From an optimization exercise on the open Yosys and OpenROAD flow, aimed at small area, a short achievable clock period and few clock cycles; shortcuts taken in it are not production practice. Only simulation tests tie the RTL to the original design; equivalence was not proved. Power and IR drop assume default switching activity.

## job 6677
Design coprocessador, start of the top module:
module coprocessador(
	instruction,
	clk,
	rst,
	wr,
	dataOut,
	incorrect_addr_flag,
	overflow_flag,
	done_flag
);
	input [17:0] instruction;
	input clk, rst, wr;
	output reg [7:0] dataOut;
	output reg incorrect_addr_flag;
	output overflow_flag;
	output done_flag;
	localparam NOP = 3'b000, LOAD = 3'b001, STORE = 3'b010, ADD = 3'b011,
	           SUB = 3'b100, MULE = 3'b101, MULM = 3'b110, RST = 3'b111;
	wire [2:0] opcode = instruction[2:0];
	wire [7:0] scal = instruction[10:3];    
	reg armed;         
	reg done;
	reg clr_pend;      
	reg czero;         
	reg ovf;
	wire start = armed & (opcode != NOP) & ~rst;
	wire op_in = (opcode == ADD) | (opcode == SUB) | (opcode == MULE) | (opcode == MULM);
	wire start_op = start & op_in;
	assign done_flag = done;
	assign overflow_flag = ovf;
	reg is_mulm, is_mule, is_add, is_sub;
	reg act1;                  
	reg [4:0] j1, k1;          
  ...
clock: 20.0 ns
lec_check: 0
cap_margin: 10
core_margin: 2
core_utilization: 65
cts_buf_list: sky130_fd_sc_hd__clkbuf_8 sky130_fd_sc_hd__clkbuf_16
cts_cluster_diameter: 60
cts_cluster_size: 30
place_density: 0.75
slew_margin: 10
tns_end_percent: 20
standard.sh (not shown) runs the stock make flow with config.mk's settings and CLKGATE_MAP_FILE= SYNTH_SCRIPT=/design/flow/synth_recipe.tcl, a recipe that flattens the netlist after the stock synthesis.
==> flow/flow/run.sh <==
#!/bin/bash
# The standard layout with these changes:
#  - after the standard synthesis, its combinational logic is mapped again by
#    abc with an area-recovering script (flow/reabc.tcl, flow/area.abc); the
#    flip-flops, tie cells and adder cells stay as the standard synthesis made
#    them, with their names;
#  - plain buffers (instead of delay cells) on the ports;
#  - a clock tree without dummy loads.
set -euo pipefail
R="$PWD/orfs/results/${FLOW_PLATFORM}/coprocessador/base"
CTS='-sink_clustering_enable -repair_clock_nets -sink_clustering_size 30 -sink_clustering_max_diameter 60 -buf_list {sky130_fd_sc_hd__clkbuf_8 sky130_fd_sc_hd__clkbuf_16} -dont_use_dummy_load'
ARGS=(SETUP_SLACK_MARGIN=15 'BUFFER_PORTS_ARGS=-buffer_cell sky130_fd_sc_hd__buf_4' "CTS_ARGS=$CTS")
bash standard.sh "${ARGS[@]}" "$R/1_2_yosys.v" > flow_synth.log 2>&1
cp "$R/1_2_yosys.v" "$R/1_2_yosys_standard.v"
REABC_LIB="${FLOW_HOME}/platforms/${FLOW_PLATFORM}/lib/sky130_fd_sc_hd__tt_025C_1v80.lib" \
REABC_IN="$R/1_2_yosys_standard.v" REABC_OUT="$R/1_2_yosys.v" REABC_TOP="$FLOW_TOP" \
REABC_SCRIPT="$PWD/flow/area.abc" \
  yosys -c flow/reabc.tcl > flow_reabc.log 2>&1
bash standard.sh "${ARGS[@]}" finish > flow_make.log 2>&1
Other scripts of this flow, unchanged in this note and not shown: flow/flow/area.abc, flow/flow/reabc.tcl
Testbench counts of job 6677, summed over its fixed seeds: cycles 27,000.
#### Input delta (job 7721 over job 6677)
- a deleted TNS_END_PERCENT that had been 20
--- a/flow/flow/run.sh
+++ b/flow/flow/run.sh
@@ -10,5 +10,5 @@
 R="$PWD/orfs/results/${FLOW_PLATFORM}/coprocessador/base"
 CTS='-sink_clustering_enable -repair_clock_nets -sink_clustering_size 30 -sink_clustering_max_diameter 60 -buf_list {sky130_fd_sc_hd__clkbuf_8 sky130_fd_sc_hd__clkbuf_16} -dont_use_dummy_load'
-ARGS=(SETUP_SLACK_MARGIN=15 'BUFFER_PORTS_ARGS=-buffer_cell sky130_fd_sc_hd__buf_4' "CTS_ARGS=$CTS")
+ARGS=(REMOVE_ABC_BUFFERS=1 SETUP_SLACK_MARGIN=15 'BUFFER_PORTS_ARGS=-buffer_cell sky130_fd_sc_hd__buf_4' "CTS_ARGS=$CTS")
 bash standard.sh "${ARGS[@]}" "$R/1_2_yosys.v" > flow_synth.log 2>&1
 cp "$R/1_2_yosys.v" "$R/1_2_yosys_standard.v"
## What came out
Share of the cycle needed by the critical path after routing in job 7721 is 0.62 points lower than in job 6677. Re iteration count of the initial detailed-routing pass: job 7721 is 1 down on job 6677. Maximum frequency in job 7721 vs job 6677: up 2.4%. Min met2 wire length across job 7721 and job 6677: job 7721. Diff job 6677 -> job 7721 | total length of routed wires | down slightly. First-iteration DRC count sits lower in job 7721 than in job 6677. In job 7721, the cell area after layout came out 340 µm² above the value in job 6677.
The inputs of job 6626 differ from those of job 7721 as listed below.
--- a/flow/flow/run.sh
+++ b/flow/flow/run.sh
@@ -10,5 +10,5 @@
 R="$PWD/orfs/results/${FLOW_PLATFORM}/coprocessador/base"
 CTS='-sink_clustering_enable -repair_clock_nets -sink_clustering_size 30 -sink_clustering_max_diameter 60 -buf_list {sky130_fd_sc_hd__clkbuf_8 sky130_fd_sc_hd__clkbuf_16} -dont_use_dummy_load'
-ARGS=(REMOVE_ABC_BUFFERS=1 SETUP_SLACK_MARGIN=15 'BUFFER_PORTS_ARGS=-buffer_cell sky130_fd_sc_hd__buf_4' "CTS_ARGS=$CTS")
+ARGS=(SETUP_SLACK_MARGIN=14.95 'BUFFER_PORTS_ARGS=-buffer_cell sky130_fd_sc_hd__buf_4' "CTS_ARGS=$CTS")
 bash standard.sh "${ARGS[@]}" "$R/1_2_yosys.v" > flow_synth.log 2>&1
 cp "$R/1_2_yosys.v" "$R/1_2_yosys_standard.v"
--- outcome ---
- Job 6626 -> job 7721: instance count on the critical path delta 0, exact match
- On post-route clock period utilization, job 6626 tracks job 7721 almost exactly.
- Job 7721 vs job 6626, worst setup path endpoint: done_flag vs dataOut[7]
- Of job 6626 and job 7721, the run reporting the higher clock latency on the worst-skew pair was job 7721.
- Taking job 7721 as the reference, in job 6626 clock buffer count fell by 4.8%, multi-input combinational gate total rose by 0.79%, global-route wire length before repair grew by about 0.6%, remaining design rule violation count roughly the same.
diff inputs: job 6626 => job 7923
- changing SLEW_MARGIN from 10 to 0
- changing CAP_MARGIN from 10 to 0
--- a/flow/flow/run.sh
+++ b/flow/flow/run.sh
@@ -10,5 +10,5 @@
 R="$PWD/orfs/results/${FLOW_PLATFORM}/coprocessador/base"
 CTS='-sink_clustering_enable -repair_clock_nets -sink_clustering_size 30 -sink_clustering_max_diameter 60 -buf_list {sky130_fd_sc_hd__clkbuf_8 sky130_fd_sc_hd__clkbuf_16} -dont_use_dummy_load'
-ARGS=(SETUP_SLACK_MARGIN=14.95 'BUFFER_PORTS_ARGS=-buffer_cell sky130_fd_sc_hd__buf_4' "CTS_ARGS=$CTS")
+ARGS=(SETUP_SLACK_MARGIN=15 'BUFFER_PORTS_ARGS=-buffer_cell sky130_fd_sc_hd__buf_4' "CTS_ARGS=$CTS")
 bash standard.sh "${ARGS[@]}" "$R/1_2_yosys.v" > flow_synth.log 2>&1
 cp "$R/1_2_yosys.v" "$R/1_2_yosys_standard.v"
### Flow results
Summary of job 7923 over job 6626: fmax did not really move, setup slack of the worst register-to-register path went down. On non-clock buffer count: between job 6626 and job 7923, it ends up higher for job 7923. Diff job 6626..job 7923 | final period demand of the worst path | negligible. Per the comparison of job 7923 with job 6626, fraction of area in registers fell 0.22 points, global-route usage about even, final worst-path cycle share about even.
Edits applied to the flow inputs when going from job 7923 to job 9891:
- a change of SLEW_MARGIN from 0 to 40
- a change of CAP_MARGIN from 0 to 40
==> comparison <==
Diff job 9891..job 7923 | power drawn by the combinational cells | negligible. Wire length of the first global-routing pass in job 9891 is about 0.75% above job 7923. Looking at critical path launch point, the done$_SDFFE_PP0P_ result is from job 7923; the dataOut[7]$_DFF_P_ one comes from job 9891. Job 9891 against job 7923: wire length flat; fraction of area in non-clock buffers picked up an extra 0.21 points; power share of the clock group essentially unchanged; setup slack now smaller.
Setup changes, job 9891 to job 534
- PLACE_DENSITY: 0.75 -> 0.85
- SLEW_MARGIN: 40 -> 10
- CAP_MARGIN: 40 -> 10
Results
Job 534 | status: complete | timing, DRC, antenna: pass. Via count of the first global-routing pass, job 534 and job 9891, higher one = job 534. Of the two values seen for start point of the critical path, dataOut[7]$_DFF_P_ was produced by job 9891 and instruction[0] by job 534. The global-route wire length before repair number comes out higher for job 534 vs job 9891. Job 534 vs. job 9891: share of the clock period used by the worst path saw little to no change; global-route usage over all layers has increased. Summary of the comparison: reported combinational group power is higher in job 534, relative to job 9891. Setup slack in job 534 is larger than in job 9891. Looking at total clock buffers created by CTS across job 534 and job 9891, the one that comes out higher is job 9891. Job 534 against job 9891: first-iteration DRC count up 508; number of fill cells in the layout down about 5%; fraction of power consumed by the clock network down 0.2 points.

* * *

## north
Another version of the RTL of coprocessador (not shown whole).
For scale: ~700 flip-flops, ~32 I/O pins, about 34,000 um^2 of cells after synthesis.
==> flow/design.v (excerpt) <==
module coprocessador(
	instruction,
	clk,
	rst,
	wr,
	dataOut,
	incorrect_addr_flag,
	overflow_flag,
	done_flag
);
Settings: LEC_CHECK=0, CAP_MARGIN=40, CORE_MARGIN=2, CORE_UTILIZATION=65, CTS_BUF_LIST=sky130_fd_sc_hd__clkbuf_8 sky130_fd_sc_hd__clkbuf_16, CTS_CLUSTER_DIAMETER=60, CTS_CLUSTER_SIZE=30, PLACE_DENSITY=0.75, SLEW_MARGIN=40; clock period 20.0 ns.
==> flow/flow/run.sh <==
#!/bin/bash
# Standard layout (standard synthesis, standard steps), with timing repair
# aimed at a setup slack of SETUP_SLACK_MARGIN ns at the design's clock
# period, and plain buffers (instead of delay cells) on the ports.
set -euo pipefail
bash standard.sh SETUP_SLACK_MARGIN=15 'BUFFER_PORTS_ARGS=-buffer_cell sky130_fd_sc_hd__buf_4' finish > flow_make.log 2>&1
north: no failed stages, no open violations at the end
Testbench counts of north, summed over its fixed seeds: cycles 27,000.
Here is what was changed in the inputs of south compared with north.
- CTS_CLUSTER_SIZE changed from 30 to 24
- CTS_CLUSTER_DIAMETER changed from 60 to 45
--- outcome ---
Every stage of the flow completed for south, and the final layout passed the timing, DRC and antenna checks. Against north, south reports a worst hold slack that is lower. Comparing north and south, setup slack after layout is higher on north. The core of south is more densely filled than that of north. Sort north and south by CTS H-tree depth, descending, and south comes first. Compared with north, south shows non-clock buffer count that has gone up slightly. | share of total power in combinational logic | south vs north | 2.7 points lower |. The aggregate routed wire length was comparable across north and south. Looking at synthesis-to-finish area growth across north and south, the one that comes out higher is south. Number of filler instances in the final layout (south vs. north) decreases by a few percent.

## re-timing with driven ports
The flow's constraints put no driver on any port. The routed layouts listed below were extracted and timed again, unchanged, in two steps. Step 1 assumes that a clkbuf_16 drives the clock port and a buf_2 every other input. Step 2 also shifts input and output timing later by t, the mid clock arrival at the registers, as if the neighbouring blocks saw the same clock. Slacks: no drivers / after step 1 / after step 2; pairs: no drivers / after step 1.
| run | shift t [ns] | setup WS [ns] | pins driven straight from the clock port |
|---|---|---|---|
| job 6677 | 0.619 | 14.765 / 14.705 / 14.204 | 1 |
| job 7721 | 0.617 | 14.890 / 14.833 / 14.372 | 1 |
| job 6626 | 0.621 | 14.909 / 14.851 / 14.330 | 1 |
| job 7923 | 0.627 | 14.907 / 14.849 / 14.358 | 1 |
| job 9891 | 0.627 | 14.891 / 14.833 / 14.383 | 1 |
| job 534 | 0.623 | 14.898 / 14.849 / 14.265 | 1 |
| north | 0.653 | 14.850 / 14.614 / 13.961 | 1 |
| south | 0.693 | 14.744 / 14.525 / 13.833 | 1 |
After both steps every run listed still meets setup and hold. For south, which loses most, drivers alone change the setup slack by -0.219 ns; drivers and shift together by -0.911 ns.
